Source: an optimization exercise on an open RTL-to-GDS flow (aim: small area). Production flows keep margins and buffers that such runs may drop.
Function was checked by simulation only, so behaviour that the tests miss may differ from the original.
Power figures rest on the tool's default switching activity, not on a simulated workload.

File: design/flow/flow/run.sh
#!/bin/bash
# Standard layout, with a smaller port buffer and a clock tree without dummy loads.
set -euo pipefail
bash standard.sh \
  "BUFFER_PORTS_ARGS=-buffer_cell sky130_fd_sc_hd__buf_1" \
  "CTS_ARGS=-sink_clustering_enable -repair_clock_nets -dont_use_dummy_load -buf_list sky130_fd_sc_hd__clkbuf_8 -sink_clustering_size 20 -sink_clustering_max_diameter 60" \
  finish > flow_make.log 2>&1
File: design/flow/standard.sh
#!/bin/bash
# synth_recipe.tcl (not shown) runs the flow's synth.tcl, then flattens the netlist and writes it again
# the make line also repeats each setting of config.mk as NAME=value (left out here)
make -C /OpenROAD-flow-scripts/flow DESIGN_CONFIG=/design/flow/config.mk WORK_HOME=/design/flow/orfs CLKGATE_MAP_FILE= SYNTH_SCRIPT=/design/flow/synth_recipe.tcl "${@:-finish}"
File: design/flow/config.mk
export PLATFORM = sky130hd
export DESIGN_NAME = snn_wrapper
export DESIGN_NICKNAME = snn_wrapper
export VERILOG_FILES = /design/flow/design.v
export SDC_FILE = /design/flow/constraint.sdc
export NUM_CORES = 4
export LEC_CHECK = 0
export ABC_AREA = 1
export CAP_MARGIN = 20
export CORE_MARGIN = 2
export CORE_UTILIZATION = 40
export GPL_TIMING_DRIVEN = 0
export PLACE_DENSITY = 0.6
export SLEW_MARGIN = 20
export SYNTH_MEMORY_MAX_BITS = 16384
File: design/flow/constraint.sdc
create_clock -name core_clock -period 10.0 [get_ports {clk}]
set_input_delay 2.0000 -clock core_clock [delete_from_list [all_inputs] [get_ports {clk}]]
set_output_delay 2.0000 -clock core_clock [all_outputs]
set_load 0.01 [all_outputs]
File: design/flow/design.v
module snn_csa_o(
    input  [30:0] b,
    input  [4:0] c,
    output [5:0] s
);
    wire w1 = b[0] ^ b[1] ^ b[2];
    wire w2 = (b[0] & (b[1] | b[2])) | (b[1] & b[2]);
    wire w3 = b[3] ^ b[4] ^ b[5];
    wire w4 = (b[3] & (b[4] | b[5])) | (b[4] & b[5]);
    wire w5 = b[6] ^ b[7] ^ b[8];
    wire w6 = (b[6] & (b[7] | b[8])) | (b[7] & b[8]);
    wire w7 = b[9] ^ b[10] ^ b[11];
    wire w8 = (b[9] & (b[10] | b[11])) | (b[10] & b[11]);
    wire w9 = b[12] ^ b[13] ^ b[14];
    wire w10 = (b[12] & (b[13] | b[14])) | (b[13] & b[14]);
    wire w11 = b[15] ^ b[16] ^ b[17];
    wire w12 = (b[15] & (b[16] | b[17])) | (b[16] & b[17]);
    wire w13 = b[18] ^ b[19] ^ b[20];
    wire w14 = (b[18] & (b[19] | b[20])) | (b[19] & b[20]);
    wire w15 = b[21] ^ b[22] ^ b[23];
    wire w16 = (b[21] & (b[22] | b[23])) | (b[22] & b[23]);
    wire w17 = b[24] ^ b[25] ^ b[26];
    wire w18 = (b[24] & (b[25] | b[26])) | (b[25] & b[26]);
    wire w19 = b[27] ^ b[28] ^ b[29];
    wire w20 = (b[27] & (b[28] | b[29])) | (b[28] & b[29]);
    wire w21 = b[30] ^ c[0] ^ w1;
    wire w22 = (b[30] & (c[0] | w1)) | (c[0] & w1);
    wire w23 = w3 ^ w5 ^ w7;
    wire w24 = (w3 & (w5 | w7)) | (w5 & w7);
    wire w25 = w9 ^ w11 ^ w13;
    wire w26 = (w9 & (w11 | w13)) | (w11 & w13);
    wire w27 = w15 ^ w17 ^ w19;
    wire w28 = (w15 & (w17 | w19)) | (w17 & w19);
    wire w29 = w21 ^ w23 ^ w25;
    wire w30 = (w21 & (w23 | w25)) | (w23 & w25);
    wire w31 = w27 ^ w29;
    wire w32 = w27 & w29;
    assign s[0] = w31;
    wire w33 = c[1] ^ w2 ^ w4;
    wire w34 = (c[1] & (w2 | w4)) | (w2 & w4);
    wire w35 = w6 ^ w8 ^ w10;
    wire w36 = (w6 & (w8 | w10)) | (w8 & w10);
    wire w37 = w12 ^ w14 ^ w16;
    wire w38 = (w12 & (w14 | w16)) | (w14 & w16);
    wire w39 = w18 ^ w20 ^ w22;
    wire w40 = (w18 & (w20 | w22)) | (w20 & w22);
    wire w41 = w24 ^ w26 ^ w28;
    wire w42 = (w24 & (w26 | w28)) | (w26 & w28);
    wire w43 = w30 ^ w32 ^ w33;
    wire w44 = (w30 & (w32 | w33)) | (w32 & w33);
    wire w45 = w35 ^ w37 ^ w39;
    wire w46 = (w35 & (w37 | w39)) | (w37 & w39);
    wire w47 = w41 ^ w43 ^ w45;
    wire w48 = (w41 & (w43 | w45)) | (w43 & w45);
    assign s[1] = w47;
    wire w49 = c[2] ^ w34 ^ w36;
    wire w50 = (c[2] & (w34 | w36)) | (w34 & w36);
    wire w51 = w38 ^ w40 ^ w42;
    wire w52 = (w38 & (w40 | w42)) | (w40 & w42);
    wire w53 = w44 ^ w46 ^ w48;
    wire w54 = (w44 & (w46 | w48)) | (w46 & w48);
    wire w55 = w49 ^ w51 ^ w53;
    wire w56 = (w49 & (w51 | w53)) | (w51 & w53);
    assign s[2] = w55;
    wire w57 = c[3] ^ w50 ^ w52;
    wire w58 = (c[3] & (w50 | w52)) | (w50 & w52);
    wire w59 = w54 ^ w56 ^ w57;
    wire w60 = (w54 & (w56 | w57)) | (w56 & w57);
    assign s[3] = w59;
    wire w61 = c[4] ^ w58 ^ w60;
    wire w62 = (c[4] & (w58 | w60)) | (w58 & w60);
    assign s[4] = w61;
    assign s[5] = w62;
endmodule
module snn_ring #(
    parameter N    = 30,   
    parameter W    = 15,   
    parameter JB   = 5,
    parameter IB   = 4,
    parameter ANY  = 0,    
    parameter ARM0 = 0     
) (
    input               clk,
    input               rst,
    input               fresh,
    input               start,      
    input               wbit,       
    output reg [JB-1:0] j,
    output reg [IB-1:0] i,
    output              u,          
    output              ud,         
    output              p,          
    output reg          rd,
    output reg          wr,
    output              done,       
    output              wdone       
);
    localparam L = N * W;
    reg [L-5:0] F;         
    reg [3:0]   dl;        
    reg         armed;
    reg [1:0]   wc;        
    wire bnd  = (i == W - 1);
    wire last = ANY ? (wc == N - 1) : (j == N - 1);
    assign u  = (fresh && rd) ? (i == 12) : F[0];
    assign ud = dl[3];
    generate
        if (W == 15) begin : g15
            assign p = !fresh && !F[11] && F[10];               
        end else begin : g16
            assign p = !fresh && !F[12] && (F[11] || F[10]);    
        end
    endgenerate
    assign done  = rd && bnd && last;
    assign wdone = wr && !rd && (i == 3);
    always @(posedge clk) begin
        F  <= {wr ? wbit : ud, F[L-5:1]};
        dl <= {dl[2:0], u};
        if (rst) begin
            i     <= 0;
            j     <= 0;
            rd    <= 1'b0;
            wr    <= 1'b0;
            armed <= ARM0;
            wc    <= 2'd0;
        end else begin
            i <= bnd ? {IB{1'b0}} : i + 1'b1;
            if (bnd) j <= (j == N - 1) ? {JB{1'b0}} : j + 1'b1;
            if (i == 3) wr <= rd;
            if (start) armed <= 1'b1;
            if (bnd) begin
                if (ANY) begin
                    if (rd) begin
                        wc <= wc + 1'b1;
                        if (last) rd <= 1'b0;
                    end else if (armed) begin
                        rd    <= 1'b1;
                        armed <= 1'b0;
                        wc    <= 2'd0;
                    end
                end else if (j == N - 1) begin
                    rd <= armed;
                    if (armed) armed <= 1'b0;
                end
            end
        end
    end
endmodule
module snn_rom_h(
    input [4:0] j,
    input [3:0] i,
    output reg [8:0] d
);
    always @* begin
        case ({j, i})
        9'd0: d = 9'h083;
        9'd1: d = 9'h1ce;
        9'd2: d = 9'h021;
        9'd3: d = 9'h109;
        9'd4: d = 9'h0ea;
        9'd5: d = 9'h10c;
        9'd6: d = 9'h0ea;
        9'd7: d = 9'h0c2;
        9'd8: d = 9'h07b;
        9'd9: d = 9'h1c5;
        9'd10: d = 9'h09f;
        9'd11: d = 9'h160;
        9'd12: d = 9'h0d5;
        9'd13: d = 9'h015;
        9'd14: d = 9'h015;
        9'd15: d = 9'h015;
        9'd16: d = 9'h176;
        9'd17: d = 9'h0c9;
        9'd18: d = 9'h01a;
        9'd19: d = 9'h1eb;
        9'd20: d = 9'h0b3;
        9'd21: d = 9'h068;
        9'd22: d = 9'h0a4;
        9'd23: d = 9'h1b9;
        9'd24: d = 9'h0b7;
        9'd25: d = 9'h01e;
        9'd26: d = 9'h03e;
        9'd27: d = 9'h0fd;
        9'd28: d = 9'h1dc;
        9'd29: d = 9'h05d;
        9'd30: d = 9'h05c;
        9'd31: d = 9'h05c;
        9'd32: d = 9'h0c4;
        9'd33: d = 9'h1d9;
        9'd34: d = 9'h0db;
        9'd35: d = 9'h120;
        9'd36: d = 9'h012;
        9'd37: d = 9'h1e1;
        9'd38: d = 9'h174;
        9'd39: d = 9'h1fd;
        9'd40: d = 9'h194;
        9'd41: d = 9'h03d;
        9'd42: d = 9'h1e6;
        9'd43: d = 9'h0e6;
        9'd44: d = 9'h192;
        9'd45: d = 9'h082;
        9'd46: d = 9'h082;
        9'd47: d = 9'h082;
        9'd48: d = 9'h14e;
        9'd49: d = 9'h06d;
        9'd50: d = 9'h091;
        9'd51: d = 9'h044;
        9'd52: d = 9'h1c4;
        9'd53: d = 9'h0b2;
        9'd54: d = 9'h090;
        9'd55: d = 9'h187;
        9'd56: d = 9'h1fe;
        9'd57: d = 9'h14e;
        9'd58: d = 9'h1b5;
        9'd59: d = 9'h1df;
        9'd60: d = 9'h0c0;
        9'd61: d = 9'h0d1;
        9'd62: d = 9'h0c1;
        9'd63: d = 9'h0c1;
        9'd64: d = 9'h123;
        9'd65: d = 9'h154;
        9'd66: d = 9'h17f;
        9'd67: d = 9'h17b;
        9'd68: d = 9'h187;
        9'd69: d = 9'h125;
        9'd70: d = 9'h02d;
        9'd71: d = 9'h15b;
        9'd72: d = 9'h065;
        9'd73: d = 9'h175;
        9'd74: d = 9'h05c;
        9'd75: d = 9'h005;
        9'd76: d = 9'h16f;
        9'd77: d = 9'h036;
        9'd78: d = 9'h026;
        9'd79: d = 9'h026;
        9'd80: d = 9'h1b7;
        9'd81: d = 9'h0be;
        9'd82: d = 9'h1c1;
        9'd83: d = 9'h1b9;
        9'd84: d = 9'h092;
        9'd85: d = 9'h1c8;
        9'd86: d = 9'h1c2;
        9'd87: d = 9'h02d;
        9'd88: d = 9'h07a;
        9'd89: d = 9'h1f2;
        9'd90: d = 9'h12d;
        9'd91: d = 9'h0ef;
        9'd92: d = 9'h063;
        9'd93: d = 9'h016;
        9'd94: d = 9'h006;
        9'd95: d = 9'h006;
        9'd96: d = 9'h1a0;
        9'd97: d = 9'h1d5;
        9'd98: d = 9'h166;
        9'd99: d = 9'h141;
        9'd100: d = 9'h148;
        9'd101: d = 9'h0bf;
        9'd102: d = 9'h1fe;
        9'd103: d = 9'h17a;
        9'd104: d = 9'h13e;
        9'd105: d = 9'h1e1;
        9'd106: d = 9'h1ca;
        9'd107: d = 9'h0cf;
        9'd108: d = 9'h00e;
        9'd109: d = 9'h07a;
        9'd110: d = 9'h00a;
        9'd111: d = 9'h00a;
        9'd112: d = 9'h12b;
        9'd113: d = 9'h125;
        9'd114: d = 9'h1e4;
        9'd115: d = 9'h1f8;
        9'd116: d = 9'h052;
        9'd117: d = 9'h04d;
        9'd118: d = 9'h179;
        9'd119: d = 9'h173;
        9'd120: d = 9'h14a;
        9'd121: d = 9'h152;
        9'd122: d = 9'h159;
        9'd123: d = 9'h142;
        9'd124: d = 9'h0bb;
        9'd125: d = 9'h0c1;
        9'd126: d = 9'h0c1;
        9'd127: d = 9'h0c1;
        9'd128: d = 9'h026;
        9'd129: d = 9'h0dc;
        9'd130: d = 9'h153;
        9'd131: d = 9'h00a;
        9'd132: d = 9'h159;
        9'd133: d = 9'h009;
        9'd134: d = 9'h09d;
        9'd135: d = 9'h13e;
        9'd136: d = 9'h043;
        9'd137: d = 9'h13a;
        9'd138: d = 9'h0f7;
        9'd139: d = 9'h1ed;
        9'd140: d = 9'h05b;
        9'd141: d = 9'h0c6;
        9'd142: d = 9'h042;
        9'd143: d = 9'h042;
        9'd144: d = 9'h0ab;
        9'd145: d = 9'h191;
        9'd146: d = 9'h04f;
        9'd147: d = 9'h17a;
        9'd148: d = 9'h18c;
        9'd149: d = 9'h1aa;
        9'd150: d = 9'h1c3;
        9'd151: d = 9'h11d;
        9'd152: d = 9'h0ff;
        9'd153: d = 9'h15b;
        9'd154: d = 9'h16f;
        9'd155: d = 9'h09d;
        9'd156: d = 9'h03d;
        9'd157: d = 9'h0da;
        9'd158: d = 9'h018;
        9'd159: d = 9'h018;
        9'd160: d = 9'h1cb;
        9'd161: d = 9'h034;
        9'd162: d = 9'h16a;
        9'd163: d = 9'h0cd;
        9'd164: d = 9'h0b9;
        9'd165: d = 9'h00d;
        9'd166: d = 9'h17d;
        9'd167: d = 9'h1e9;
        9'd168: d = 9'h060;
        9'd169: d = 9'h048;
        9'd170: d = 9'h138;
        9'd171: d = 9'h19d;
        9'd172: d = 9'h04f;
        9'd173: d = 9'h081;
        9'd174: d = 9'h001;
        9'd175: d = 9'h001;
        9'd176: d = 9'h026;
        9'd177: d = 9'h088;
        9'd178: d = 9'h19f;
        9'd179: d = 9'h1a8;
        9'd180: d = 9'h180;
        9'd181: d = 9'h172;
        9'd182: d = 9'h17c;
        9'd183: d = 9'h068;
        9'd184: d = 9'h12a;
        9'd185: d = 9'h065;
        9'd186: d = 9'h0a6;
        9'd187: d = 9'h06c;
        9'd188: d = 9'h141;
        9'd189: d = 9'h047;
        9'd190: d = 9'h041;
        9'd191: d = 9'h041;
        9'd192: d = 9'h18b;
        9'd193: d = 9'h0f8;
        9'd194: d = 9'h0a0;
        9'd195: d = 9'h199;
        9'd196: d = 9'h1e0;
        9'd197: d = 9'h1b9;
        9'd198: d = 9'h110;
        9'd199: d = 9'h141;
        9'd200: d = 9'h033;
        9'd201: d = 9'h1ab;
        9'd202: d = 9'h0bc;
        9'd203: d = 9'h155;
        9'd204: d = 9'h041;
        9'd205: d = 9'h029;
        9'd206: d = 9'h001;
        9'd207: d = 9'h001;
        9'd208: d = 9'h050;
        9'd209: d = 9'h0a4;
        9'd210: d = 9'h103;
        9'd211: d = 9'h181;
        9'd212: d = 9'h06a;
        9'd213: d = 9'h062;
        9'd214: d = 9'h1e6;
        9'd215: d = 9'h187;
        9'd216: d = 9'h077;
        9'd217: d = 9'h1b5;
        9'd218: d = 9'h14b;
        9'd219: d = 9'h1d0;
        9'd220: d = 9'h036;
        9'd221: d = 9'h030;
        9'd222: d = 9'h030;
        9'd223: d = 9'h030;
        9'd224: d = 9'h099;
        9'd225: d = 9'h14c;
        9'd226: d = 9'h072;
        9'd227: d = 9'h0f5;
        9'd228: d = 9'h134;
        9'd229: d = 9'h1fa;
        9'd230: d = 9'h188;
        9'd231: d = 9'h047;
        9'd232: d = 9'h156;
        9'd233: d = 9'h1bc;
        9'd234: d = 9'h15f;
        9'd235: d = 9'h1e5;
        9'd236: d = 9'h0b9;
        9'd237: d = 9'h08e;
        9'd238: d = 9'h08c;
        9'd239: d = 9'h08c;
        9'd240: d = 9'h0e7;
        9'd241: d = 9'h0bd;
        9'd242: d = 9'h0eb;
        9'd243: d = 9'h059;
        9'd244: d = 9'h1b8;
        9'd245: d = 9'h16f;
        9'd246: d = 9'h162;
        9'd247: d = 9'h08a;
        9'd248: d = 9'h0ad;
        9'd249: d = 9'h132;
        9'd250: d = 9'h06e;
        9'd251: d = 9'h17d;
        9'd252: d = 9'h141;
        9'd253: d = 9'h0ef;
        9'd254: d = 9'h061;
        9'd255: d = 9'h061;
        9'd256: d = 9'h1fc;
        9'd257: d = 9'h082;
        9'd258: d = 9'h0fa;
        9'd259: d = 9'h176;
        9'd260: d = 9'h1f8;
        9'd261: d = 9'h1c5;
        9'd262: d = 9'h0d0;
        9'd263: d = 9'h146;
        9'd264: d = 9'h013;
        9'd265: d = 9'h152;
        9'd266: d = 9'h112;
        9'd267: d = 9'h072;
        9'd268: d = 9'h092;
        9'd269: d = 9'h075;
        9'd270: d = 9'h010;
        9'd271: d = 9'h010;
        9'd272: d = 9'h1f3;
        9'd273: d = 9'h02e;
        9'd274: d = 9'h1c5;
        9'd275: d = 9'h042;
        9'd276: d = 9'h0e6;
        9'd277: d = 9'h016;
        9'd278: d = 9'h199;
        9'd279: d = 9'h077;
        9'd280: d = 9'h0ba;
        9'd281: d = 9'h1b9;
        9'd282: d = 9'h0e2;
        9'd283: d = 9'h1f8;
        9'd284: d = 9'h0a7;
        9'd285: d = 9'h0f7;
        9'd286: d = 9'h0e7;
        9'd287: d = 9'h0e7;
        9'd288: d = 9'h1a9;
        9'd289: d = 9'h07a;
        9'd290: d = 9'h1d6;
        9'd291: d = 9'h075;
        9'd292: d = 9'h1da;
        9'd293: d = 9'h0e2;
        9'd294: d = 9'h054;
        9'd295: d = 9'h1d6;
        9'd296: d = 9'h0b2;
        9'd297: d = 9'h09e;
        9'd298: d = 9'h044;
        9'd299: d = 9'h1a0;
        9'd300: d = 9'h0e1;
        9'd301: d = 9'h0ab;
        9'd302: d = 9'h0a1;
        9'd303: d = 9'h0a1;
        9'd304: d = 9'h020;
        9'd305: d = 9'h0c5;
        9'd306: d = 9'h0af;
        9'd307: d = 9'h082;
        9'd308: d = 9'h18e;
        9'd309: d = 9'h184;
        9'd310: d = 9'h09d;
        9'd311: d = 9'h1ed;
        9'd312: d = 9'h081;
        9'd313: d = 9'h1f4;
        9'd314: d = 9'h0bd;
        9'd315: d = 9'h1b1;
        9'd316: d = 9'h06a;
        9'd317: d = 9'h013;
        9'd318: d = 9'h002;
        9'd319: d = 9'h002;
        9'd320: d = 9'h05d;
        9'd321: d = 9'h1d2;
        9'd322: d = 9'h16f;
        9'd323: d = 9'h05e;
        9'd324: d = 9'h102;
        9'd325: d = 9'h0ec;
        9'd326: d = 9'h112;
        9'd327: d = 9'h03e;
        9'd328: d = 9'h0f9;
        9'd329: d = 9'h0a6;
        9'd330: d = 9'h1f7;
        9'd331: d = 9'h1e8;
        9'd332: d = 9'h133;
        9'd333: d = 9'h011;
        9'd334: d = 9'h011;
        9'd335: d = 9'h011;
        9'd336: d = 9'h1c7;
        9'd337: d = 9'h1f8;
        9'd338: d = 9'h079;
        9'd339: d = 9'h17e;
        9'd340: d = 9'h039;
        9'd341: d = 9'h038;
        9'd342: d = 9'h057;
        9'd343: d = 9'h10e;
        9'd344: d = 9'h0bf;
        9'd345: d = 9'h1c6;
        9'd346: d = 9'h10d;
        9'd347: d = 9'h0ba;
        9'd348: d = 9'h070;
        9'd349: d = 9'h058;
        9'd350: d = 9'h058;
        9'd351: d = 9'h058;
        9'd352: d = 9'h09c;
        9'd353: d = 9'h02c;
        9'd354: d = 9'h069;
        9'd355: d = 9'h022;
        9'd356: d = 9'h1d5;
        9'd357: d = 9'h179;
        9'd358: d = 9'h0f4;
        9'd359: d = 9'h1ff;
        9'd360: d = 9'h0f8;
        9'd361: d = 9'h194;
        9'd362: d = 9'h045;
        9'd363: d = 9'h14e;
        9'd364: d = 9'h08e;
        9'd365: d = 9'h0e4;
        9'd366: d = 9'h0c4;
        9'd367: d = 9'h0c4;
        9'd368: d = 9'h00c;
        9'd369: d = 9'h1ce;
        9'd370: d = 9'h1a0;
        9'd371: d = 9'h024;
        9'd372: d = 9'h1fc;
        9'd373: d = 9'h025;
        9'd374: d = 9'h041;
        9'd375: d = 9'h02b;
        9'd376: d = 9'h147;
        9'd377: d = 9'h0b9;
        9'd378: d = 9'h15d;
        9'd379: d = 9'h15b;
        9'd380: d = 9'h020;
        9'd381: d = 9'h0ed;
        9'd382: d = 9'h061;
        9'd383: d = 9'h061;
        9'd384: d = 9'h1c6;
        9'd385: d = 9'h190;
        9'd386: d = 9'h179;
        9'd387: d = 9'h0c2;
        9'd388: d = 9'h03c;
        9'd389: d = 9'h14b;
        9'd390: d = 9'h076;
        9'd391: d = 9'h0a5;
        9'd392: d = 9'h1f5;
        9'd393: d = 9'h16c;
        9'd394: d = 9'h0a6;
        9'd395: d = 9'h19d;
        9'd396: d = 9'h0fe;
        9'd397: d = 9'h0a4;
        9'd398: d = 9'h0a4;
        9'd399: d = 9'h0a4;
        9'd400: d = 9'h0fe;
        9'd401: d = 9'h048;
        9'd402: d = 9'h09d;
        9'd403: d = 9'h0cd;
        9'd404: d = 9'h0ab;
        9'd405: d = 9'h098;
        9'd406: d = 9'h1e1;
        9'd407: d = 9'h10c;
        9'd408: d = 9'h16f;
        9'd409: d = 9'h049;
        9'd410: d = 9'h195;
        9'd411: d = 9'h08d;
        9'd412: d = 9'h1f9;
        9'd413: d = 9'h010;
        9'd414: d = 9'h010;
        9'd415: d = 9'h010;
        9'd416: d = 9'h186;
        9'd417: d = 9'h1c1;
        9'd418: d = 9'h07a;
        9'd419: d = 9'h0c2;
        9'd420: d = 9'h088;
        9'd421: d = 9'h059;
        9'd422: d = 9'h0b7;
        9'd423: d = 9'h02c;
        9'd424: d = 9'h035;
        9'd425: d = 9'h129;
        9'd426: d = 9'h07d;
        9'd427: d = 9'h19c;
        9'd428: d = 9'h122;
        9'd429: d = 9'h07d;
        9'd430: d = 9'h030;
        9'd431: d = 9'h030;
        9'd432: d = 9'h059;
        9'd433: d = 9'h0c1;
        9'd434: d = 9'h07f;
        9'd435: d = 9'h0c6;
        9'd436: d = 9'h14b;
        9'd437: d = 9'h1c4;
        9'd438: d = 9'h12f;
        9'd439: d = 9'h107;
        9'd440: d = 9'h0ed;
        9'd441: d = 9'h082;
        9'd442: d = 9'h096;
        9'd443: d = 9'h13d;
        9'd444: d = 9'h173;
        9'd445: d = 9'h07c;
        9'd446: d = 9'h074;
        9'd447: d = 9'h074;
        9'd448: d = 9'h1e9;
        9'd449: d = 9'h033;
        9'd450: d = 9'h010;
        9'd451: d = 9'h0a0;
        9'd452: d = 9'h0cc;
        9'd453: d = 9'h0ab;
        9'd454: d = 9'h041;
        9'd455: d = 9'h014;
        9'd456: d = 9'h130;
        9'd457: d = 9'h1fa;
        9'd458: d = 9'h018;
        9'd459: d = 9'h104;
        9'd460: d = 9'h09f;
        9'd461: d = 9'h0a5;
        9'd462: d = 9'h085;
        9'd463: d = 9'h085;
        9'd464: d = 9'h1cc;
        9'd465: d = 9'h0cb;
        9'd466: d = 9'h1f3;
        9'd467: d = 9'h14a;
        9'd468: d = 9'h008;
        9'd469: d = 9'h0eb;
        9'd470: d = 9'h1a0;
        9'd471: d = 9'h01b;
        9'd472: d = 9'h128;
        9'd473: d = 9'h0b3;
        9'd474: d = 9'h0cc;
        9'd475: d = 9'h1eb;
        9'd476: d = 9'h053;
        9'd477: d = 9'h0a5;
        9'd478: d = 9'h001;
        9'd479: d = 9'h001;
        9'd480: d = 9'h099;
        9'd481: d = 9'h14c;
        9'd482: d = 9'h072;
        9'd483: d = 9'h0f5;
        9'd484: d = 9'h134;
        9'd485: d = 9'h1fa;
        9'd486: d = 9'h188;
        9'd487: d = 9'h047;
        9'd488: d = 9'h156;
        9'd489: d = 9'h1bc;
        9'd490: d = 9'h15f;
        9'd491: d = 9'h1e5;
        9'd492: d = 9'h0b9;
        9'd493: d = 9'h08e;
        9'd494: d = 9'h08c;
        9'd495: d = 9'h08c;
        9'd496: d = 9'h0e7;
        9'd497: d = 9'h0bd;
        9'd498: d = 9'h0eb;
        9'd499: d = 9'h059;
        9'd500: d = 9'h1b8;
        9'd501: d = 9'h16f;
        9'd502: d = 9'h162;
        9'd503: d = 9'h08a;
        9'd504: d = 9'h0ad;
        9'd505: d = 9'h132;
        9'd506: d = 9'h06e;
        9'd507: d = 9'h17d;
        9'd508: d = 9'h141;
        9'd509: d = 9'h0ef;
        9'd510: d = 9'h061;
        9'd511: d = 9'h061;
        default: d = 9'h0;
        endcase
    end
endmodule
module snn_rom_o(
    input [1:0] j,
    input [3:0] i,
    output reg [30:0] d
);
    always @* begin
        case ({j, i})
        6'd0: d = 31'h712cf436;
        6'd1: d = 31'h64815345;
        6'd2: d = 31'h775e2a3c;
        6'd3: d = 31'h23fee131;
        6'd4: d = 31'h7f3d39a8;
        6'd5: d = 31'h72eca1f2;
        6'd6: d = 31'h69f5ceaf;
        6'd7: d = 31'h30f0714d;
        6'd8: d = 31'h266bd760;
        6'd9: d = 31'h1e232b85;
        6'd10: d = 31'h4dbf4cbc;
        6'd11: d = 31'h2235466f;
        6'd12: d = 31'h6540afa6;
        6'd13: d = 31'h3f1b3ee7;
        6'd14: d = 31'h270a0e26;
        6'd15: d = 31'h270a0e26;
        6'd16: d = 31'h4a06ddb9;
        6'd17: d = 31'h19a9134b;
        6'd18: d = 31'h6d050c82;
        6'd19: d = 31'h0295f85c;
        6'd20: d = 31'h65eb5086;
        6'd21: d = 31'h38391be6;
        6'd22: d = 31'h0347ff27;
        6'd23: d = 31'h01bfaeae;
        6'd24: d = 31'h63f73225;
        6'd25: d = 31'h4319c43b;
        6'd26: d = 31'h3bfb7b0c;
        6'd27: d = 31'h699dcd99;
        6'd28: d = 31'h39f8e3b6;
        6'd29: d = 31'h32f2bebf;
        6'd30: d = 31'h30b28693;
        6'd31: d = 31'h30b28693;
        6'd32: d = 31'h3a92d76a;
        6'd33: d = 31'h36a232e9;
        6'd34: d = 31'h033915b1;
        6'd35: d = 31'h1e5fa1c4;
        6'd36: d = 31'h39cc4669;
        6'd37: d = 31'h451d91bf;
        6'd38: d = 31'h3fe10746;
        6'd39: d = 31'h38a93f7b;
        6'd40: d = 31'h6cd5fecc;
        6'd41: d = 31'h28caa655;
        6'd42: d = 31'h274e4493;
        6'd43: d = 31'h3f641ddb;
        6'd44: d = 31'h4991f20d;
        6'd45: d = 31'h29b9eb83;
        6'd46: d = 31'h0901e303;
        6'd47: d = 31'h0901e303;
        6'd48: d = 31'h60b2d603;
        6'd49: d = 31'h5014217e;
        6'd50: d = 31'h7b523628;
        6'd51: d = 31'h4a54149a;
        6'd52: d = 31'h75065ec6;
        6'd53: d = 31'h5801603e;
        6'd54: d = 31'h290b7d41;
        6'd55: d = 31'h530a49f7;
        6'd56: d = 31'h0b68e533;
        6'd57: d = 31'h69766e31;
        6'd58: d = 31'h3daeab4e;
        6'd59: d = 31'h555a0c73;
        6'd60: d = 31'h3e85eb04;
        6'd61: d = 31'h37ffdb9d;
        6'd62: d = 31'h169e4804;
        6'd63: d = 31'h169e4804;
        default: d = 31'h0;
        endcase
    end
endmodule
`timescale 1ns / 1ps
module snn_wrapper(
        input clk,
        input rst,
        input [7:0] i_input_neurons,
        output [3:0] o_output_spike,
        output [29:0] o_hidden_spike
    );
    reg [9:0] tcnt;
    reg       tick_d;
    wire      tick = (tcnt == 10'h3ac);
    always @(posedge clk) begin
        if (rst || tick)
            tcnt <= 10'h001;
        else
            tcnt <= {tcnt[8:0], tcnt[9] ^ tcnt[6]};
        if (rst)
            tick_d <= 1'b0;
        else
            tick_d <= tick;
    end
    reg  [7:0]  in_s;      
    reg  [29:0] hs;        
    reg  [3:0]  os;        
    reg         fresh;     
    always @(posedge clk)
        if (tick) in_s <= i_input_neurons;
    assign o_hidden_spike = hs & {30{tick_d}};
    assign o_output_spike = os & {4{tick_d}};
    wire        wbit;
    wire [1:0]  oj;
    wire [3:0]  oi;
    wire        ou, oud, op, ord, owr, owdone;
    snn_ring #(.N(4), .W(16), .JB(2), .IB(4), .ANY(1), .ARM0(1)) u_oring (
        .clk(clk), .rst(rst), .fresh(fresh), .start(tick_d), .wbit(wbit),
        .j(oj), .i(oi), .u(ou), .ud(oud), .p(op), .rd(ord), .wr(owr),
        .done(), .wdone(owdone)
    );
    wire [4:0]  hj;
    wire [3:0]  hi;
    wire        hu, hud, hp, hrd, hwr, hdone;
    snn_ring #(.N(30), .W(15), .JB(5), .IB(4), .ANY(0), .ARM0(0)) u_hring (
        .clk(clk), .rst(rst), .fresh(fresh), .start(owdone), .wbit(wbit),
        .j(hj), .i(hi), .u(hu), .ud(hud), .p(hp), .rd(hrd), .wr(hwr),
        .done(hdone), .wdone()
    );
    wire        om   = ord || owr;           
    wire [3:0]  i    = om ? oi : hi;
    wire        u    = om ? ou : hu;
    wire        ud   = om ? oud : hud;
    wire        bnd  = om ? (oi == 4'd15) : (hi == 4'd14);
    wire        zi   = om ? (oi == 4'd0) : (hi == 4'd1);    
    wire [30:0] orom;
    wire [8:0]  hrom;
    snn_rom_o u_rom_o (.j(oj), .i(oi), .d(orom));
    snn_rom_h u_rom_h (.j(hj), .i(hi), .d(hrom));
    wire [29:0] og = hs & orom[29:0] & {30{om && !fresh}};
    wire [7:0]  hg = in_s & hrom[7:0] & {8{!om && !fresh}};
    wire [30:0] cb = {om ? orom[30] : hrom[8], og[29:8], og[7:0] | hg};
    reg  [4:0]  creg;      
    reg         breg;      
    reg         yreg;      
    reg  [3:0]  dh;        
    reg         preg;      
    wire [4:0]  cin = (i == 4'd0) ? 5'd0 : creg;
    wire [5:0]  sum;                     
    snn_csa_o u_sum (.b(cb), .c(cin), .s(sum));
    wire        xb  = sum[0];
    wire [1:0]  ds  = xb + !u + ((i == 4'd0) ? 1'b1 : breg);
    wire [6:0]  dhi = {2'b00, creg} - (({1'b0, sum} + 1'b1) >> 1) + u - 1'b1 + ds[1];
    wire        dd  = (i < 4'd4) ? dh[i[1:0]] : ds[0];
    wire [1:0]  ys  = ud + dd + ((i == 4'd4) ? 1'b0 : yreg);
    assign wbit = preg ? zi : ys[0];
    always @(posedge clk) begin
        creg <= sum[5:1];
        breg <= ds[1];
        yreg <= ys[1];
        if (bnd) dh <= dhi[3:0];
        if (i == 4'd3) preg <= om ? op : hp;
        if (ord && oi == 4'd3) os[oj] <= op;
        if (hrd && hi == 4'd3) hs <= {hp, hs[29:1]};    
        if (rst)
            fresh <= 1'b1;
        else if (hdone)
            fresh <= 1'b0;
    end
endmodule
==> results.json, run 1 <==
{
  "regToRegStartpoint": "u_hring.i[1]$_SDFF_PP0_",
  "cp_slowest_cell": "fa_1",
  "cts_num_sinks": 603,
  "area.growth.synth_to_final_pct": 8.040,
  "cp.required_ns": 10.45,
  "hp-start": "u_oring.F[57]$_DFF_P_",
  "first_iter_violations": 3171,
  "timing.hold.ws_ns": 0.2514,
  "grtUsageTotal_pct": 39.11,
  "ys_warn_count": 5,
  "cts_root_buf": "clkbuf_8",
  "grt_antenna_before_repair": 3,
  "grt_pass1_vias": 19460,
  "yosysUniqueCellTypes": 48,
  "tns_ns": -0.01341,
  "final_common_cell": "nand2_1",
  "clock_skew_ns": 0.1215,
  "wl_per_cell_um": 32.85,
  "status": "failed layout checks",
  "slew_violations": 0,
  "grt_setup_unrepaired": "no",
  "num_rows": 86,
  "gp_congestion": 1.073,
  "cts_buffers": 40,
  "grt_max_degree": 28,
  "seq_power_share_pct": 60.9,
  "path_max_fanout": 9,
  "crit_arrival_ns": 10.46,
  "via_per_inst": 5.893,
  "synth-edff-count": 47,
  "violations": "setup timing",
  "p_leak_uw": 0.01071,
  "drv_cap": 0,
  "worstSetupStartpointType": "flip-flop",
  "p_int_uw": 2908,
  "dp_slack_ns": -0.4447,
  "cts_tree": "done",
  "mostFrequentLayoutCells": "645 x nand2_1, 555 x dfxtp_1, 297 x nand3_1, 234 x inv_1, 213 x nor2_1",
  "dieArea_sq_um": 57730,
  "clock_path_buffers": 3,
  "end_kind": "flip-flop",
  "syn_nets": 2685,
  "port-buffer-count": 42,
  "criticalPathCategory": "reg2reg",
  "ys.flop_type": "dfxtp_1",
  "timing.critical_path.mode_cell": "inv_1",
  "final_antenna_net_count": 0,
  "period_minus_slack_ns": 10.01,
  "powerDensity_nw_per_um2": 166.2,
  "fin_ws_ns": -0.01341,
  "worst_pin_slew_ns": 1.218,
  "critPathMaxStageDelay_ns": 0.62,
  "finalHoldViolCount": 0,
  "synthArstFlopShare_pct": 0,
  "p_total_uw": 4009,
  "clk_latency_ns": 0.68,
  "start_util_pct": 40.53,
  "avgSynthCellArea_sq_um": 8.612,
  "die_w_um": 240.3,
  "setup_viol": 1,
  "pwr-share-comb_pct": 13.0,
  "p_sw_uw": 1102,
  "sw_frac_of_total_pct": 27.48,
  "ys_ff_latch": 603,
  "hpwlAfterDp_um": 84700,
  "fin_crit_sh_pct": 100.1,
  "peakVddDrop_uv": 186.4,
  "firstDrtPassIters": 7,
  "hold_class": "reg2reg",
  "synth_seq_area_share_pct": 56.17,
  "overflow": 0,
  "core-area_sq_um": 55090,
  "slew-limit-headroom_pct": 18.52,
  "grt_first_pass_wirelength_um": 154300,
  "io_pins": 44,
  "path_clk_slew_ns": 0.12,
  "num_vias": 20220,
  "die_y_um": 240.3,
  "syn-cell-area_sq_um": 22330,
  "startpoint": "u_hring.i[1]$_SDFF_PP0_",
  "drt_wl_total_um": 112700,
  "htree_levels": 2,
  "synthCells": 2593,
  "clockPowerShare_pct": 26.1,
  "drc": 0,
  "drive_gt1_share_pct": 5.670,
  "fin_nets": 2775,
  "fmax_mhz": 99.87
}
kinds of logic after synthesis:
kind of cell / after synthesis / share of synthesized area (%)
and+or+nand+nor: 1251 / 23.51
DFF: 603 / 56.17
buffers and inverters: 360 / 6.629
AOI/OAI and AO/OA: 286 / 7.519
adders and majority gates: 82 / 5.738
xor gates and xnor gates: 9 / 0.3530
muxes: 2 / 0.08965
path summary, 6_finish.rpt:
kind	to	slack, ns	cells past startpoint
worst min register to register	u_oring.F[56]$_DFF_P_	0.25	0
worst max register to register	dh[3]$_DFFE_PP_	-0.01	39
worst min-delay path	u_oring.F[56]$_DFF_P_	0.25	0
worst max-delay path	dh[3]$_DFFE_PP_	-0.01	39
routing by layer:
metal | vias up | share of wire (%) | GRT usage [%]
met5 | - | 0.020 | 0
met4 | 4 | 5.5 | 17.64
met3 | 342 | 13 | 13.13
met2 | 1544 | 40 | 55.28
met1 | 9798 | 42 | 53.84
li1 | 8532 | - | -
power groups by stage:
stage | clock [uW] | sequential, uW | combinational [uW]
3_5_place_dp | 0 | 2500 | 471
2_1_floorplan | 0 | 2490 | 257
6_report | 1050 | 2440 | 520
4_1_cts | 1060 | 2440 | 479
3_3_place_gp | 0 | 2490 | 487
5_1_grt | 1130 | 2440 | 529
worst max-delay path, delay by kind of cell, from the launching register on:
kind                       cells  cell delay (ns)
AOI/OAI and AO/OA              2             0.29
xor gates and xnor gates       3             0.76
adders and majority gates     12             5.04
buffers and inverters         12             1.55
and+or+nand+nor               10             1.77
DFF                            1             0.47
cell usage after synthesis, drive strengths merged (12+ instances only):
master  instances  share of area [%]
nand2         663                 11
dfxtp         556                 50
nand3         300                6.8
inv           239                4.0
nor2          224                3.8
o21ai          98                2.2
a21oi          97                2.2
buf            73                1.8
ha             48                2.7
edfxtp         47                6.3
clkbuf         44               0.74
fa             34                3.0
nor3           30               0.67
nand4          25               0.70
o211ai         20               0.67
a31oi          12               0.34
what timing repair did:
| action | in CTS | in global routing |
|---|---|---|
| hold buffers | 0 | 0 |
| setup endpoints to repair | 1 | 1 |
| gates cloned | 0 | 0 |
| gates resized for setup | 8 | 13 |
| endpoints found under the hold margin | 0 | 0 |
| setup buffers | 4 | 0 |
through the flow:
stage               instances  cell area, sq um  util (%)
CTS                      3429             24080     43.71
finish                   3431             24130     43.79
floorplan                2593             22330         -
detailed placement       3385             23470     42.61
global route             3429             24120     43.78
global placement         3383             23420     42.52
flip-flops by register name (all words and copies together) (netlist names), 2 cells and up:
| name | count |
|---|---|
| u_hring.F | 446 |
| u_oring.F | 60 |
| hs | 30 |
| tcnt | 10 |
| in_s | 8 |
| creg | 5 |
| u_hring.j | 5 |
| dh | 4 |
| os | 4 |
| u_hring.dl | 4 |
| u_hring.i | 4 |
| u_oring.dl | 4 |
| u_oring.i | 4 |
| u_oring.j | 2 |
| u_oring.wc | 2 |
layout make-up:
cell class	instances	area [sq um]
fillers	5405	30970
flip-flops and latches	603	12540
multi-input cells	1630	8383
well taps	748	935.9
inverters	243	915.9
plain buffers	117	573.1
clock buffers	40	550.5
repair buffers	48	219.0
diodes	2	5.005
==> run 2: changes to the inputs <==
--- a/design/flow/config.mk
+++ b/design/flow/config.mk
@@ -9,7 +9,6 @@
 export CAP_MARGIN = 20
 export CORE_MARGIN = 2
 export CORE_UTILIZATION = 40
-export GPL_TIMING_DRIVEN = 0
 export PLACE_DENSITY = 0.6
 export SLEW_MARGIN = 20
 export SYNTH_MEMORY_MAX_BITS = 16384
==> results.json, run 2 <==
{
  "num_vias": 19100,
  "cts_setup_buffers": 0,
  "stdcell_area_sq_um": 24290,
  "final_antenna_net_count": 0,
  "synthCells": 2593,
  "via_per_inst": 5.597,
  "ys_ff_latch": 603,
  "overflow": 0,
  "io_pins": 44,
  "tns_ns": 0,
  "setup_viol": 0,
  "firstDrtPassIters": 6,
  "grtUsageTotal_pct": 30.73,
  "path_max_fanout": 15,
  "hp-start": "u_oring.F[57]$_DFF_P_",
  "reg.largest.list": "u_hring.F: 446 flops, u_oring.F: 60 flops, hs: 30 flops",
  "die_y_um": 240.3,
  "powerDensity_nw_per_um2": 163.5,
  "drive_gt1_share_pct": 6.644,
  "cts_num_sinks": 603,
  "min_to": "u_oring.F[56]$_DFF_P_",
  "worstSetupStartpointType": "flip-flop",
  "cts_buffers": 41,
  "regMostFlops": "u_hring.F",
  "fmax_mhz": 107.0,
  "reg2reg_to": "dh[3]$_DFFE_PP_",
  "synth-edff-count": 47,
  "period_minus_slack_ns": 9.342,
  "start_util_pct": 40.53,
  "stdcell_count": 3413,
  "grt_max_degree": 87,
  "area.growth.synth_to_final_pct": 8.797,
  "num_rows": 86,
  "grt_setup_unrepaired": "no",
  "dpl_cell_area_sq_um": 23730,
  "cp_slowest_cell": "dfxtp_1",
  "finalHoldViolCount": 0,
  "drc": 0,
  "yosysTopAreaCellShare_pct": 49.85,
  "drv_cap": 0,
  "cts_tree": "done",
  "dp_cells": 3371,
  "hold_class": "reg2reg",
  "synth_area_leaders": "dfxtp_1 50%, nand2_1 11%, nand3_1 6.7%",
  "ys_warn_count": 5,
  "core-area_sq_um": 55090,
  "synth_common_cells": "653 x nand2_1, 556 x dfxtp_1, 298 x nand3_1",
  "htree_levels": 2,
  "syn-cell-area_sq_um": 22330,
  "avgSynthCellArea_sq_um": 8.612,
  "cp.required_ns": 10.32,
  "nFillCells": 5540,
  "syn_nets": 2685,
  "peakVddDrop_uv": 199.7,
  "clock_skew_ns": 0.1278,
  "grt_pass1_vias": 18300,
  "hpwlAfterDp_um": 65670,
  "yosys.area.top_type": "dfxtp_1",
  "path_clk_slew_ns": 0.11,
  "clock_path_buffers": 3,
  "first_iter_violations": 2600,
  "synth_seq_area_share_pct": 56.17,
  "mostFrequentLayoutCells": "653 x nand2_1, 553 x dfxtp_1, 298 x nand3_1, 233 x inv_1, 217 x nor2_1",
  "crit_arrival_ns": 9.67,
  "r2r_cells": 37,
  "ctsResizeCount": 0,
  "port-buffer-count": 43,
  "wl_per_cell_um": 25.94,
  "final_common_cell": "nand2_1",
  "grt_first_pass_wirelength_um": 127800,
  "slew_violations": 0,
  "regToRegStartpoint": "u_hring.i[1]$_SDFF_PP0_",
  "status": "no timing/DRC/antenna violations",
  "largest_register_ffs": 446,
  "dieArea_sq_um": 57730,
  "yosysMostFrequentCell": "nand2_1",
  "grt_antenna_before_repair": 6,
  "clk_latency_ns": 0.64,
  "synthArstFlopShare_pct": 0,
  "cts_root_buf": "clkbuf_8",
  "die_w_um": 240.3,
  "yosysUniqueCellTypes": 48,
  "slew-limit-headroom_pct": 22.02,
  "ys.flop_type": "dfxtp_1",
  "criticalPathCategory": "reg2reg",
  "critPathMaxStageDelay_ns": 0.79,
  "gp_congestion": 1.104,
  "p_leak_uw": 0.01086,
  "drt_wl_total_um": 88540,
  "cts_hold_buf": 0,
  "worst_pin_slew_ns": 1.165,
  "r2r_setup_slack_ns": 0.66,
  "end_kind": "flip-flop",
  "fin_crit_sh_pct": 93.42,
  "min_path_cells": 0,
  "fin_nets": 2758
}
==> run 2: changes by cell type in the layout (fill, tap and decap cells not counted), moves of 4 or more <==
cell	previous run	this run
nor2_1	213	217
buf_2	46	0
clkbuf_1	43	0
buf_4	13	99
nand2_2	17	9
buf_1	54	43
nor2_4	5	0
nand2_1	645	653
buf_6	6	0
buf_12	1	5
==> run 2: worst max-delay path: cells and delay by family (launching register included) <==
kind                       cells  cell delay, ns
and+or+nand+nor               12            1.77
xor gates and xnor gates       3            0.52
buffers and inverters          9            0.89
AOI/OAI and AO/OA              1            0.21
adders and majority gates     12            4.92
DFF                            1            0.79
==> run 2: final cells by class <==
type | count | area [sq um] | area share [%]
tap | 748 | 935.9 | 3.852
inverter | 243 | 913.4 | 3.760
clock buffer | 41 | 564.3 | 2.323
sequential | 603 | 12550 | 51.64
multi-input combinational | 1630 | 8328 | 34.28
antenna | 1 | 2.502 | 0.01030
timing repair buffer | 147 | 1005 | 4.136
==> run 2: metrics by stage <==
stage,hold WS [ns],power (uW),utilization [%],worst slack (ns)
after global placement,0.3101,2978,43.07,0.9331
final,0.2865,3972,44.10,0.6583
after floorplan,0.3096,2749,-,2.136
after global routing,0.2709,4125,44.09,0.3482
after detailed placement,0.3121,2958,43.07,0.8937
after CTS,0.2686,3989,44.09,0.8919
==> run 2: worst max-delay path by stage <==
| stage | endpoint | from | cells after the start | slack (ns) |
|---|---|---|---|---|
| 6_report | dh[3]$_DFFE_PP_ | u_hring.i[1]$_SDFF_PP0_ | 37 | 0.66 |
| 5_1_grt | dh[3]$_DFFE_PP_ | u_hring.i[1]$_SDFF_PP0_ | 37 | 0.35 |
| 4_1_cts | dh[3]$_DFFE_PP_ | u_hring.i[1]$_SDFF_PP0_ | 37 | 0.89 |
| 3_5_place_dp | dh[3]$_DFFE_PP_ | u_hring.i[1]$_SDFF_PP0_ | 37 | 0.89 |
| 3_3_place_gp | dh[3]$_DFFE_PP_ | u_hring.i[1]$_SDFF_PP0_ | 37 | 0.93 |
| 2_1_floorplan | dh[3]$_DFFE_PP_ | u_hring.i[1]$_SDFF_PP0_ | 41 | 2.14 |
==> run 2: kinds of logic (layout without fill, tap and decap cells) <==
group,after synthesis,in the layout,synth area share (%)
buffers and inverters,360,431,6.629
XOR/XNOR,9,9,0.3530
flip-flops,603,603,56.17
adder cells (fa/ha/maj),82,82,5.738
AO/OA/AOI/OAI,286,286,7.519
AND/OR/NAND/NOR,1251,1251,23.51
multiplexers,2,2,0.08965
other,0,1,0
==> run 2: where the power goes <==
group	switching [uW]	internal, uW
registers	6.03	2430
clock network	668	369
logic	373	124
==> run 2: metal layers <==
layer | part of all wire (%) | GRT usage, % | up-vias
met5 | 0.20 | 0 | -
met1 | 43 | 43.76 | 9068
met2 | 39 | 41.53 | 1227
met3 | 12 | 9.437 | 312
li1 | - | - | 8481
met4 | 5.8 | 15.64 | 14
==> run 3: changes to the inputs <==
==> design/flow/flow/run.sh (replaced) <==
#!/bin/bash
# Standard synthesis; its combinational logic re-mapped for area (flow/reabc.tcl);
# then the standard layout, with a small port buffer and a clock tree without
# dummy loads.  Each tool's output goes to a log file of its own here.
set -euo pipefail
R=orfs/results/$FLOW_PLATFORM/snn_wrapper/base
bash standard.sh synth > flow_synth.log 2>&1
cp $R/1_2_yosys.v flow_std_synth.v
KEEP="sky130_fd_sc_hd__dfxtp_1 sky130_fd_sc_hd__edfxtp_1 sky130_fd_sc_hd__fa_1 sky130_fd_sc_hd__ha_1"
YOSYS=$(command -v yosys || echo "$FLOW_HOME/../tools/install/yosys/bin/yosys")
LIB=$FLOW_HOME/platforms/$FLOW_PLATFORM/lib/sky130_fd_sc_hd__tt_025C_1v80.lib \
NETLIST=$R/1_2_yosys.v TOP=$FLOW_TOP KEEP_CELLS="$KEEP" ABC_SCRIPT=flow/area.abc \
  "$YOSYS" -c flow/reabc.tcl > flow_reabc.log 2>&1
rm -f $R/1_synth.odb $R/1_synth.sdc
bash standard.sh \
  "BUFFER_PORTS_ARGS=-buffer_cell sky130_fd_sc_hd__buf_1" \
  "CTS_ARGS=-sink_clustering_enable -repair_clock_nets -dont_use_dummy_load -buf_list sky130_fd_sc_hd__clkbuf_8 -sink_clustering_size 20 -sink_clustering_max_diameter 60" \
  finish > flow_make.log 2>&1
==> design/flow/flow/area.abc (new file) <==
&get -n
&st
&dch -f
&nf -R 1000 -p -F 8 -A 4
&put
==> design/flow/flow/reabc.tcl (new file) <==
# Re-map the combinational logic of the standard synthesis netlist with an
# area-oriented ABC script.  Flip-flops (and the full/half adder cells) are
# kept as they are, instance for instance, so the registers keep the
# standard synthesis's names and cell types.
set lib $::env(LIB)
set net $::env(NETLIST)
yosys read_liberty -ignore_miss_func $lib
yosys setattr -mod -set blackbox 1 {*}$::env(KEEP_CELLS)
yosys read_verilog $net
yosys hierarchy -top $::env(TOP)
yosys flatten
yosys opt_clean
yosys abc -liberty $lib -dont_use sky130_fd_sc_hd__lpflow_* -dont_use sky130_fd_sc_hd__probe* -script $::env(ABC_SCRIPT)
yosys opt_clean -purge
yosys hilomap -singleton -hicell sky130_fd_sc_hd__conb_1 HI -locell sky130_fd_sc_hd__conb_1 LO
yosys splitnets
yosys opt_clean -purge
yosys stat -liberty $lib
yosys write_verilog -noattr -noexpr -nohex -nodec $net
==> results.json, run 3 <==
{
  "status": "no timing/DRC/antenna violations",
  "via_per_inst": 6.019,
  "path_max_fanout": 17,
  "syn-cell-area_sq_um": 20820,
  "powerDensity_nw_per_um2": 165.2,
  "dp_slack_ns": 0.7976,
  "num_rows": 83,
  "hp-start": "u_hring.F[431]$_DFF_P_",
  "peakVddDrop_uv": 193.9,
  "fmax_mhz": 108.1,
  "die_y_um": 232.1,
  "criticalPathCategory": "reg2reg",
  "end_kind": "flip-flop",
  "cts_root_buf": "clkbuf_8",
  "ys_warn_count": 5,
  "cts_num_sinks": 603,
  "cts_hold_buf": 0,
  "cts_setup_buffers": 0,
  "drc": 0,
  "grt_first_pass_wirelength_um": 126000,
  "grt_max_degree": 77,
  "tns_ns": 0,
  "worstSetupStartpointType": "flip-flop",
  "clk_latency_ns": 0.65,
  "mostFrequentLayoutCells": "550 x dfxtp_1, 279 x buf_4, 217 x nand2_1, 196 x o21ai_0, 185 x nor2_1",
  "reg.largest.list": "u_hring.F: 446 flops, u_oring.F: 60 flops, hs: 30 flops",
  "fin_ws_ns": 0.7516,
  "path_clk_slew_ns": 0.11,
  "cpLargestDelayFamily": "adder cells",
  "clock_path_buffers": 3,
  "ctsResizeCount": 0,
  "dpl_cell_area_sq_um": 24070,
  "synthCells": 2014,
  "clock_skew_ns": 0.1223,
  "worst_pin_slew_ns": 1.001,
  "final_common_cell": "dfxtp_1",
  "io_pins": 44,
  "slew_violations": 0,
  "overflow": 0,
  "core-area_sq_um": 51410,
  "dp_cells": 3022,
  "grt_setup_unrepaired": "no",
  "final_antenna_net_count": 0,
  "grt_antenna_before_repair": 2,
  "cp.required_ns": 10.41,
  "drive_gt1_share_pct": 14.14,
  "hold_class": "reg2reg",
  "stdcell_count": 3065,
  "fin_nets": 2478,
  "timing.hold.ws_ns": 0.2898,
  "syn_nets": 2106,
  "setup_viol": 0,
  "num_vias": 18450,
  "startpoint": "u_hring.i[0]$_SDFF_PP0_",
  "crit_arrival_ns": 9.66,
  "fin_crit_sh_pct": 92.48,
  "drv_cap": 0,
  "largest_register_ffs": 446,
  "finalHoldViolCount": 0,
  "cp_slowest_cell": "fa_1",
  "regToRegStartpoint": "u_hring.i[0]$_SDFF_PP0_",
  "wl_per_cell_um": 28.72,
  "cts_buffers": 42,
  "path_buf_inv": 12,
  "slew-limit-headroom_pct": 32.99,
  "hpwlAfterDp_um": 63670,
  "grtUsageTotal_pct": 32.37,
  "stdcell_area_sq_um": 24650,
  "period_minus_slack_ns": 9.248,
  "port-buffer-count": 43,
  "avgSynthCellArea_sq_um": 10.34,
  "htree_levels": 2,
  "area.growth.synth_to_final_pct": 18.40,
  "die_w_um": 232.1,
  "regMostFlops": "u_hring.F",
  "dieArea_sq_um": 53890,
  "firstDrtPassIters": 6,
  "start_util_pct": 40.50,
  "first_iter_violations": 2545,
  "critPathMaxStageDelay_ns": 0.54,
  "gp_congestion": 1.129,
  "drt_wl_total_um": 88030,
  "p_leak_uw": 0.009418,
  "cts_tree": "done",
  "grt_pass1_vias": 17880
}
-- run 3: path summary, 6_finish.rpt --
check | to | slack [ns] | cells after the start
min | u_hring.F[430]$_DFF_P_ | 0.29 | 0
min reg2reg | u_hring.F[430]$_DFF_P_ | 0.29 | 0
max | dh[3]$_DFFE_PP_ | 0.75 | 36
max reg2reg | dh[3]$_DFFE_PP_ | 0.75 | 36
-- run 3: metal layers --
metal / routed length, um / vias to the layer above / global-route usage, % / share of wire, %
met5: 13 / - / 0 / 0.015
met4: 5170 / 2 / 16.17 / 5.9
li1: - / 7989 / - / -
met3: 11230 / 333 / 11.69 / 13
met1: 37650 / 8841 / 45.70 / 43
met2: 33970 / 1283 / 43.04 / 39
-- run 3: worst register-to-register path, delay by kind of cell (launching register included) --
kind	cells	cell delay, ns
adders and majority gates	12	4.76
DFF	1	0.33
and+or+nand+nor	2	0.25
AOI/OAI and AO/OA	7	1.72
xor gates and xnor gates	3	0.42
buffers and inverters	12	1.62
-- run 3: report_power, final --
group	leakage [uW]	internal, uW	switching, uW	total (uW)
registers	0.00490	2430	2.99	2440
logic	0.00421	195	388	584
clock network	0.000302	377	676	1050
-- run 3: final cells by class --
class,count,area [sq um]
Multi-Input combinational cell,1342,8031
Fill cell,4852,26760
Tap cell,680,850.8
Sequential cell,603,12550
Clock buffer,42,578.1
Inverter,69,259.0
Timing Repair Buffer,328,2376
Antenna cell,1,2.502
-- run 3: stage by stage --
step,utilization (%),power (uW)
after floorplan,-,2726
after global placement,46.82,3052
after detailed placement,46.82,3032
after CTS,47.94,4077
after global routing,47.95,4205
final,47.95,4073
==> run 4: changes to the inputs <==
==> design/flow/flow/run.sh (replaced) <==
#!/bin/bash
# Standard synthesis; its combinational logic re-mapped for area (flow/reabc.tcl);
# then the standard layout, with a small port buffer and a clock tree without
# dummy loads.  Each tool's output goes to a log file of its own here.
set -euo pipefail
R=orfs/results/$FLOW_PLATFORM/snn_wrapper/base
bash standard.sh synth > flow_synth.log 2>&1
cp $R/1_2_yosys.v flow_std_synth.v
KEEP="sky130_fd_sc_hd__df* sky130_fd_sc_hd__edf* sky130_fd_sc_hd__sdf* sky130_fd_sc_hd__sedf* sky130_fd_sc_hd__dl*"
YOSYS=$(command -v yosys || echo "$FLOW_HOME/../tools/install/yosys/bin/yosys")
LIB=$FLOW_HOME/platforms/$FLOW_PLATFORM/lib/sky130_fd_sc_hd__tt_025C_1v80.lib \
NETLIST=$R/1_2_yosys.v TOP=$FLOW_TOP KEEP_CELLS="$KEEP" ABC_SCRIPT=flow/area.abc \
  "$YOSYS" -c flow/reabc.tcl > flow_reabc.log 2>&1
rm -f $R/1_synth.odb $R/1_synth.sdc
bash standard.sh \
  "BUFFER_PORTS_ARGS=-buffer_cell sky130_fd_sc_hd__buf_1" \
  "CTS_ARGS=-sink_clustering_enable -repair_clock_nets -dont_use_dummy_load -buf_list sky130_fd_sc_hd__clkbuf_8 -sink_clustering_size 16 -sink_clustering_max_diameter 50" \
  finish > flow_make.log 2>&1
==> design/flow/flow/area.abc (replaced) <==
&get -n
&st
&dch -f
&nf -R 1000 -p -F 8 -A 4 -C 32
&put
--- a/design/flow/flow/reabc.tcl
+++ b/design/flow/flow/reabc.tcl
@@ -1,5 +1,5 @@
 # Re-map the combinational logic of the standard synthesis netlist with an
-# area-oriented ABC script.  Flip-flops (and the full/half adder cells) are
+# area-oriented ABC script.  Flip-flops and latches (KEEP_CELLS) are
 # kept as they are, instance for instance, so the registers keep the
 # standard synthesis's names and cell types.
 set lib $::env(LIB)
--- a/design/flow/config.mk
+++ b/design/flow/config.mk
@@ -9,6 +9,7 @@
 export CAP_MARGIN = 20
 export CORE_MARGIN = 2
 export CORE_UTILIZATION = 40
+export GPL_TIMING_DRIVEN = 0
 export PLACE_DENSITY = 0.6
 export SLEW_MARGIN = 20
 export SYNTH_MEMORY_MAX_BITS = 16384
==> results.json, run 4 <==
{
  "synthCells": 1974,
  "grt_antenna_before_repair": 1,
  "drc": 0,
  "die_y_um": 228.8,
  "path_depth": 31,
  "num_rows": 82,
  "gp_congestion": 1.028,
  "worstSetupStartpointType": "flip-flop",
  "powerDensity_nw_per_um2": 175.3,
  "htree_levels": 2,
  "cp.required_ns": 10.36,
  "clk_latency_ns": 0.64,
  "grt_setup_unrepaired": "no",
  "final_util_pct": 44.52,
  "setup_viol": 0,
  "p_int_uw": 2980,
  "core-area_sq_um": 50070,
  "cts_hold_buf": 0,
  "seq_power_share_pct": 62.6,
  "finalHoldViolCount": 0,
  "grt_pass1_vias": 16310,
  "slew_violations": 0,
  "avgSynthCellArea_sq_um": 10.24,
  "cts_setup_buffers": 0,
  "r2r_cells": 31,
  "criticalPathCategory": "reg2reg",
  "p_total_uw": 3907,
  "fmax_mhz": 104.5,
  "path_max_fanout": 26,
  "pwr-share-comb_pct": 7.9,
  "end_kind": "flip-flop",
  "sw_frac_of_total_pct": 23.73,
  "regMostFlops": "u_hring.F",
  "slew-limit-headroom_pct": 18.77,
  "cts_tree": "done",
  "r2r_setup_slack_ns": 0.43,
  "period_minus_slack_ns": 9.572,
  "min_path_cells": 0,
  "wl_per_cell_um": 28.10,
  "start_util_pct": 40.37,
  "clockPowerShare_pct": 29.5,
  "peakVddDrop_uv": 169.4,
  "cts_buffers": 53,
  "ctsResizeCount": 0,
  "hp-start": "u_hring.F[75]$_DFF_P_",
  "port-buffer-count": 43,
  "largest_register_ffs": 446,
  "overflow": 0,
  "area.growth.synth_to_final_pct": 10.28,
  "final_antenna_net_count": 0,
  "syn_nets": 1984,
  "firstDrtPassIters": 7,
  "hold_class": "reg2reg",
  "timing.critical_path.mode_cell": "xnor2_1",
  "cp_slowest_cell": "nor2_1",
  "reg.largest.list": "u_hring.F: 446 flops, u_oring.F: 60 flops, hs: 30 flops",
  "io_pins": 44,
  "clock_skew_ns": 0.07846,
  "min_to": "u_hring.F[74]$_DFF_P_",
  "mostFrequentLayoutCells": "542 x dfxtp_1, 204 x nor2_1, 192 x nand2_1, 165 x a21oi_1, 147 x o21ai_0",
  "path_clk_slew_ns": 0.08,
  "stdcell_count": 2756,
  "first_iter_violations": 2362,
  "cts_num_sinks": 603,
  "timing.hold.ws_ns": 0.2711,
  "via_per_inst": 6.143,
  "drt_wl_total_um": 77450,
  "hpwlAfterDp_um": 52270,
  "nFillCells": 4901,
  "syn-cell-area_sq_um": 20210,
  "dieArea_sq_um": 52350,
  "crit_arrival_ns": 9.94,
  "fin_crit_sh_pct": 95.72,
  "final_common_cell": "dfxtp_1",
  "worst_pin_slew_ns": 1.206,
  "p_sw_uw": 927.3,
  "grtUsageTotal_pct": 29.03,
  "die_w_um": 228.8,
  "clock_path_buffers": 3,
  "grt_first_pass_wirelength_um": 112500,
  "regToRegStartpoint": "u_hring.i[1]$_SDFF_PP0_",
  "p_leak_uw": 0.007771,
  "drive_gt1_share_pct": 5.185,
  "fin_nets": 2095,
  "drv_cap": 0,
  "num_vias": 16930,
  "grt_max_degree": 66,
  "path_buf_inv": 0,
  "critPathMaxStageDelay_ns": 0.92,
  "status": "no timing/DRC/antenna violations",
  "cts_root_buf": "clkbuf_8",
  "reg2reg_to": "dh[3]$_DFFE_PP_",
  "ys_warn_count": 5,
  "dp_cells": 2702,
  "cpLargestDelayFamily": "simple AND/OR/NAND/NOR gates"
}
[run 4: area by class of cell]
class	count	area, sq um	share of cell area (%)
antenna	1	2.502	0.01123
inverter	19	73.82	0.3311
sequential	603	12580	56.42
tap	672	840.8	3.772
multi-input combinational	1352	7686	34.48
timing repair buffer	56	382.9	1.717
clock buffer	53	729.5	3.272
[run 4: how the worst max path moves through the flow]
stage / from / to / slack (ns)
6_report: u_hring.i[1]$_SDFF_PP0_ / dh[3]$_DFFE_PP_ / 0.43
5_1_grt: u_hring.i[1]$_SDFF_PP0_ / dh[3]$_DFFE_PP_ / 0.25
4_1_cts: u_hring.i[1]$_SDFF_PP0_ / dh[3]$_DFFE_PP_ / 0.92
3_5_place_dp: u_hring.i[1]$_SDFF_PP0_ / dh[3]$_DFFE_PP_ / 0.92
3_3_place_gp: u_hring.j[0]$_SDFFE_PP0P_ / dh[3]$_DFFE_PP_ / -3.53
2_1_floorplan: u_hring.j[0]$_SDFFE_PP0P_ / dh[3]$_DFFE_PP_ / 1.35
[run 4: metal layers]
metal  GRT usage, %  wire, um
met5              0         0
met1          42.45     34570
met4          12.11      3543
met3          9.706      9414
met2          38.67     29920
[run 4: stage by stage]
step	instance area, sq um	setup TNS [ns]	setup slack (ns)
2_1_floorplan	20210	0	1.348
3_3_place_gp	21220	-33.17	-3.530
3_5_place_dp	21560	0	0.9156
4_1_cts	22290	0	0.9165
5_1_grt	22290	0	0.2520
6_report	22290	0	0.4282
[run 4: worst register-to-register path: cells and delay by family, from the launching register on]
kind	cells	cell delay [ns]
AOI/OAI and AO/OA	7	1.57
DFF	1	0.77
xor gates and xnor gates	11	2.31
adders and majority gates	1	0.38
and+or+nand+nor	12	4.32
[run 4: power by group through the flow]
stage | Combinational [uW] | Clock (uW) | Sequential, uW
floorplan | 157 | 0 | 2500
global placement | 287 | 0 | 2510
detailed placement | 285 | 0 | 2500
CTS | 286 | 1200 | 2450
global route | 314 | 1300 | 2450
finish | 307 | 1150 | 2450

## afterwards: timing with drivers on the ports
In the flow no input, the clock included, has a driving cell. The finished layouts below were timed again as built, in two steps. Step 1 (the two cells are an assumption about what drives the block):
set clk [get_ports {clk}]
set_driving_cell -lib_cell sky130_fd_sc_hd__clkbuf_16 $clk
set_driving_cell -lib_cell sky130_fd_sc_hd__buf_2 [delete_from_list [all_inputs] $clk]
Step 2 moves the port delays by t, midway between the first and last clock arrival at a register: inputs arrive t later, outputs are due t later. That takes back most of the time a late clock gives input paths. Three values: no drivers, after step 1, after step 2; two values: the first two.
| run | t, ns | slack for setup (ns) | worst hold slack (ns) | worst setup path after step 2 |
|---|---|---|---|---|
| run 1 | 0.677 | -0.013 / -0.013 / -0.013 | 0.251 / 0.251 / 0.251 | register to register |
| run 2 | 0.628 | 0.658 / 0.658 / 0.658 | 0.287 / 0.287 / 0.287 | register to register |
| run 3 | 0.643 | 0.752 / 0.752 / 0.752 | 0.290 / 0.290 / 0.290 | register to register |
| run 4 | 0.646 | 0.428 / 0.428 / 0.428 | 0.271 / 0.271 / 0.271 | register to register |
